This design comes from an exercise in tuning for small area on the open sky130 flow, not from production work.
Only simulation tests tie the RTL to the original design; equivalence was not proved.

==> flow/design.v (excerpt) <==
module ALU_wrapper( clk, reset, ABCmd_i, LoadA_i, LoadB_i, LoadCmd_i, ACC_o, Done_o);
Size: roughly 390 cells after synthesis, roughly 28 flip-flops.
export LEC_CHECK = 0
export CAP_MARGIN = 20
export CORE_MARGIN = 2
export CORE_UTILIZATION = 40
export GPL_TIMING_DRIVEN = 0
export SLEW_MARGIN = 20
create_clock -name core_clock -period 6.0 [get_ports {clk}]
standard.sh (not shown) runs the stock make flow with config.mk's settings and CLKGATE_MAP_FILE= SYNTH_SCRIPT=/design/flow/synth_recipe.tcl, a recipe that flattens the netlist after the stock synthesis.
==> flow/flow/run.sh <==
#!/bin/bash
# Own layout flow: the standard ORFS flow, except that
#  - synthesis maps the design's FA/HA adder modules straight onto the
#    sky130 fa_1/ha_1 cells (flow/my_synth.tcl), and
#  - port buffers are the smallest buffer (buf_1).
# Each tool's output goes to a log file of its own in this folder.
set -euo pipefail
W=$(pwd)
F=$W/flow
# same make call as standard.sh, with our synthesis script
sed "s#SYNTH_SCRIPT=[^ ]*#SYNTH_SCRIPT=$F/my_synth.tcl#" standard.sh > my_standard.sh
grep -q "SYNTH_SCRIPT=$F/my_synth.tcl" my_standard.sh
# my_synth.tcl = synth_recipe.tcl with our own synth wrapper in place of its first line
{ echo "source $F/synth_pre.tcl"; tail -n +2 synth_recipe.tcl; } > $F/my_synth.tcl
export MY_FLOW_DIR=$F
if [[ -f $F/env.sh ]]; then source $F/env.sh; fi
bash my_standard.sh synth > synth.log 2>&1
bash my_standard.sh > layout.log 2>&1
==> flow/flow/abc3.script <==
strash
ifraig
dc2
dch -f
map -a
mfs2
strash
dch -f
map -a
topo
==> flow/flow/adder_map.v <==
module FA(a, b, c, s, co);
	input a, b, c;
	output s, co;
	sky130_fd_sc_hd__fa_1 _TECHMAP_REPLACE_ (.A(a), .B(b), .CIN(c), .SUM(s), .COUT(co));
endmodule

module HA(a, b, s, co);
	input a, b;
	output s, co;
	sky130_fd_sc_hd__ha_1 _TECHMAP_REPLACE_ (.A(a), .B(b), .SUM(s), .COUT(co));
endmodule
==> flow/flow/env.sh <==
export BUFFER_PORTS_ARGS="-buffer_cell sky130_fd_sc_hd__buf_1"
export MY_NO_EXTRACT_FA=1
export MY_ABC_SCRIPT=abc3.script
export SETUP_MOVE_SEQUENCE="unbuffer,sizeup,swap"
==> flow/flow/synth_pre.tcl <==
# Replaces the first line of synth_recipe.tcl (which wraps synth in -nofsm -noshare).
# Before the first synth call, the FA/HA adder modules of the design are mapped
# straight onto the platform's full/half adder cells, and ABC is given an
# area-oriented script.
proc synth {args} {
  if { ![info exists ::my_adders_mapped] } {
    set ::my_adders_mapped 1
    yosys proc
    yosys techmap -map $::env(MY_FLOW_DIR)/adder_map.v
    if { [info exists ::env(MY_NO_EXTRACT_FA)] } {
      unset ::env(ADDER_MAP_FILE)
    }
    if { [info exists ::env(MY_ABC_SCRIPT)] } {
      set i [lsearch -exact $::abc_args -script]
      lset ::abc_args [expr {$i + 1}] $::env(MY_FLOW_DIR)/$::env(MY_ABC_SCRIPT)
    }
  }
  yosys synth -nofsm -noshare {*}$args
}
Next try:
==> flow/flow/env.sh (replaced) <==
export BUFFER_PORTS_ARGS="-buffer_cell sky130_fd_sc_hd__buf_1"
export MY_NO_EXTRACT_FA=1
export MY_ABC_SCRIPT=abc3.script
==> flow/flow/my_synth.tcl (new file) <==
source /design/flow/flow/synth_pre.tcl
source $::env(SCRIPTS_DIR)/synth.tcl
# left out here: clear keep_hierarchy, flatten, clean up, hide names made inside functions, write 1_2_yosys.v
- GPL_TIMING_DRIVEN: 0 -> default
Clock-buffer cell count does not change.
Wire length came out higher by 9.1%.
Fmax grows by 2.2%.
Design area rises by 5.4%.
Synthesized area stays the same.
Next try:
- CTS_CLUSTER_DIAMETER: default -> 500
- CTS_CLUSTER_SIZE: default -> 32
- GPL_TIMING_DRIVEN: default -> 0
After rerunning:
- die area is unchanged
- via count fell by 5.4%
- synthesized cell count is unchanged
- worst setup slack is worse by 0.11 ns
- fmax fell by 1.9%
- cell area fell by 4.8%
Next try:
--- a/flow/flow/env.sh
+++ b/flow/flow/env.sh
@@ -3 +3,2 @@
 export MY_ABC_SCRIPT=abc3.script
+export RECOVER_POWER=100
- CTS_CLUSTER_DIAMETER: 500 -> default
- CTS_CLUSTER_SIZE: 32 -> default
The new run finished with timing, DRC and antenna clean.
Core utilization is unchanged.
Hold slack hardly moves.
Count of clock-buffer cells in the layout is unchanged.
Die area does not change.
Cell area stays the same.
Cell count stays the same.
First-iteration DRC count increases by 6.4%.
Flip-flop and latch count is unchanged.
Global-route usage does not change.
Next try:
--- a/flow/flow/env.sh
+++ b/flow/flow/env.sh
@@ -3,2 +3 @@
 export MY_ABC_SCRIPT=abc3.script
-export RECOVER_POWER=100
- CORE_UTILIZATION: 40 -> 55
Result: Worst hold slack barely changes; fmax is higher by 0.99%; clock-buffer cell count is unchanged; routed wire length went down by 0.92%; clock skew decreases by 0.0046 ns; die area goes down by 26%.


the previous run:
Another version of the RTL of ALU_wrapper (not shown whole).
Size: about 380 cells after synthesis, ~28 flip-flops, ~22 I/O pins, roughly 3200 um^2 of cells after synthesis.
==> flow/config.mk <==
export PLATFORM = sky130hd
export DESIGN_NAME = ALU_wrapper
export DESIGN_NICKNAME = ALU_wrapper
export VERILOG_FILES = /design/flow/design.v
export SDC_FILE = /design/flow/constraint.sdc
export NUM_CORES = 4
export LEC_CHECK = 0
export CAP_MARGIN = 20
export CORE_MARGIN = 2
export CORE_UTILIZATION = 40
export GPL_TIMING_DRIVEN = 0
export SLEW_MARGIN = 20
==> flow/constraint.sdc <==
create_clock -name core_clock -period 6.0 [get_ports {clk}]
set_input_delay 1.2000 -clock core_clock [delete_from_list [all_inputs] [get_ports {clk}]]
set_output_delay 1.2000 -clock core_clock [all_outputs]
set_load 0.01 [all_outputs]
==> flow/flow/env.sh <==
export BUFFER_PORTS_ARGS="-buffer_cell sky130_fd_sc_hd__buf_1"
export MY_NO_EXTRACT_FA=1
export MY_ABC_SCRIPT=abc3.script
export SETUP_MOVE_SEQUENCE="unbuffer,sizeup,swap"
export CTS_ARGS="-sink_clustering_enable -repair_clock_nets -dont_use_dummy_load -sink_buffer_max_cap_derate 0.6 -buf_list sky130_fd_sc_hd__clkbuf_8 -root_buf sky130_fd_sc_hd__clkbuf_8 -sink_clustering_buffer sky130_fd_sc_hd__clkbuf_8"
==> flow/flow/my_synth.tcl <==
source /design/flow/flow/synth_pre.tcl
source $::env(SCRIPTS_DIR)/synth.tcl
# left out here: clear keep_hierarchy, flatten, clean up, hide names made inside functions, write 1_2_yosys.v
Scripts as last shown in full above: flow/flow/run.sh, flow/flow/abc3.script, flow/flow/adder_map.v, flow/flow/synth_pre.tcl
Setup changes, the previous run to the current run
==> flow/flow/env.sh <==
export BUFFER_PORTS_ARGS="-buffer_cell sky130_fd_sc_hd__buf_1"
export MY_NO_EXTRACT_FA=1
export MY_ABC_SCRIPT=abc3.script
export SETUP_MOVE_SEQUENCE="unbuffer,sizeup,swap"
export CTS_ARGS="-sink_clustering_enable -sink_clustering_size 30 -sink_clustering_max_diameter 300 -repair_clock_nets -dont_use_dummy_load -root_buf sky130_fd_sc_hd__clkbuf_8 -buf_list sky130_fd_sc_hd__clkbuf_8"
Findings:
- Re final instance area: no difference whatsoever between the current run and the previous run.
- The current run -> the previous run: routed wire length delta 0, exact match
- Compared the current run against the previous run; setup slack within noise.
- Via count: the previous run vs the current run identical

[what the ideal ports hide]
The flow's constraints put no driver on any port. The routed layouts listed below were extracted and timed again, unchanged, in two steps. Step 1 (the two cells are an assumption about what drives the block):
set clk [get_ports {clk}]
set_driving_cell -lib_cell sky130_fd_sc_hd__clkbuf_16 $clk
set_driving_cell -lib_cell sky130_fd_sc_hd__buf_2 [delete_from_list [all_inputs] $clk]
Step 2 times the ports against the registers' clock, not the clock port: input delays grow and output delays shrink by t, the midpoint of the rising clock arrivals with the driver on. Three values: no drivers, after step 1, after step 2; two values: the first two.
run | t, ns | slack for setup (ns) | slew at the worst register clock pin (ns) | cell pins on the clock port's net
the first run of note 1 | 0.316 | 0.203 / 0.203 / -0.086 | 0.10 / 0.10 | 1
the second run of note 1 | 0.299 | 0.326 / 0.326 / 0.096 | 0.09 / 0.09 | 1
the third run of note 1 | 0.317 | 0.218 / 0.218 / -0.059 | 0.11 / 0.11 | 1
the fourth run of note 1 | 0.318 | 0.213 / 0.213 / -0.056 | 0.11 / 0.11 | 1
the fifth run of note 1 | 0.312 | 0.270 / 0.270 / -0.028 | 0.11 / 0.11 | 1
the previous run | 0.306 | 0.211 / 0.211 / -0.051 | 0.10 / 0.10 | 1
the current run | 0.306 | 0.211 / 0.211 / -0.051 | 0.10 / 0.10 | 1
With both steps, setup timing fails in 6 of these runs, where it was met with ideal ports. The setup slack of the fifth run of note 1, which loses most, moves by 0.000 ns with the drivers and by -0.298 ns with both steps.
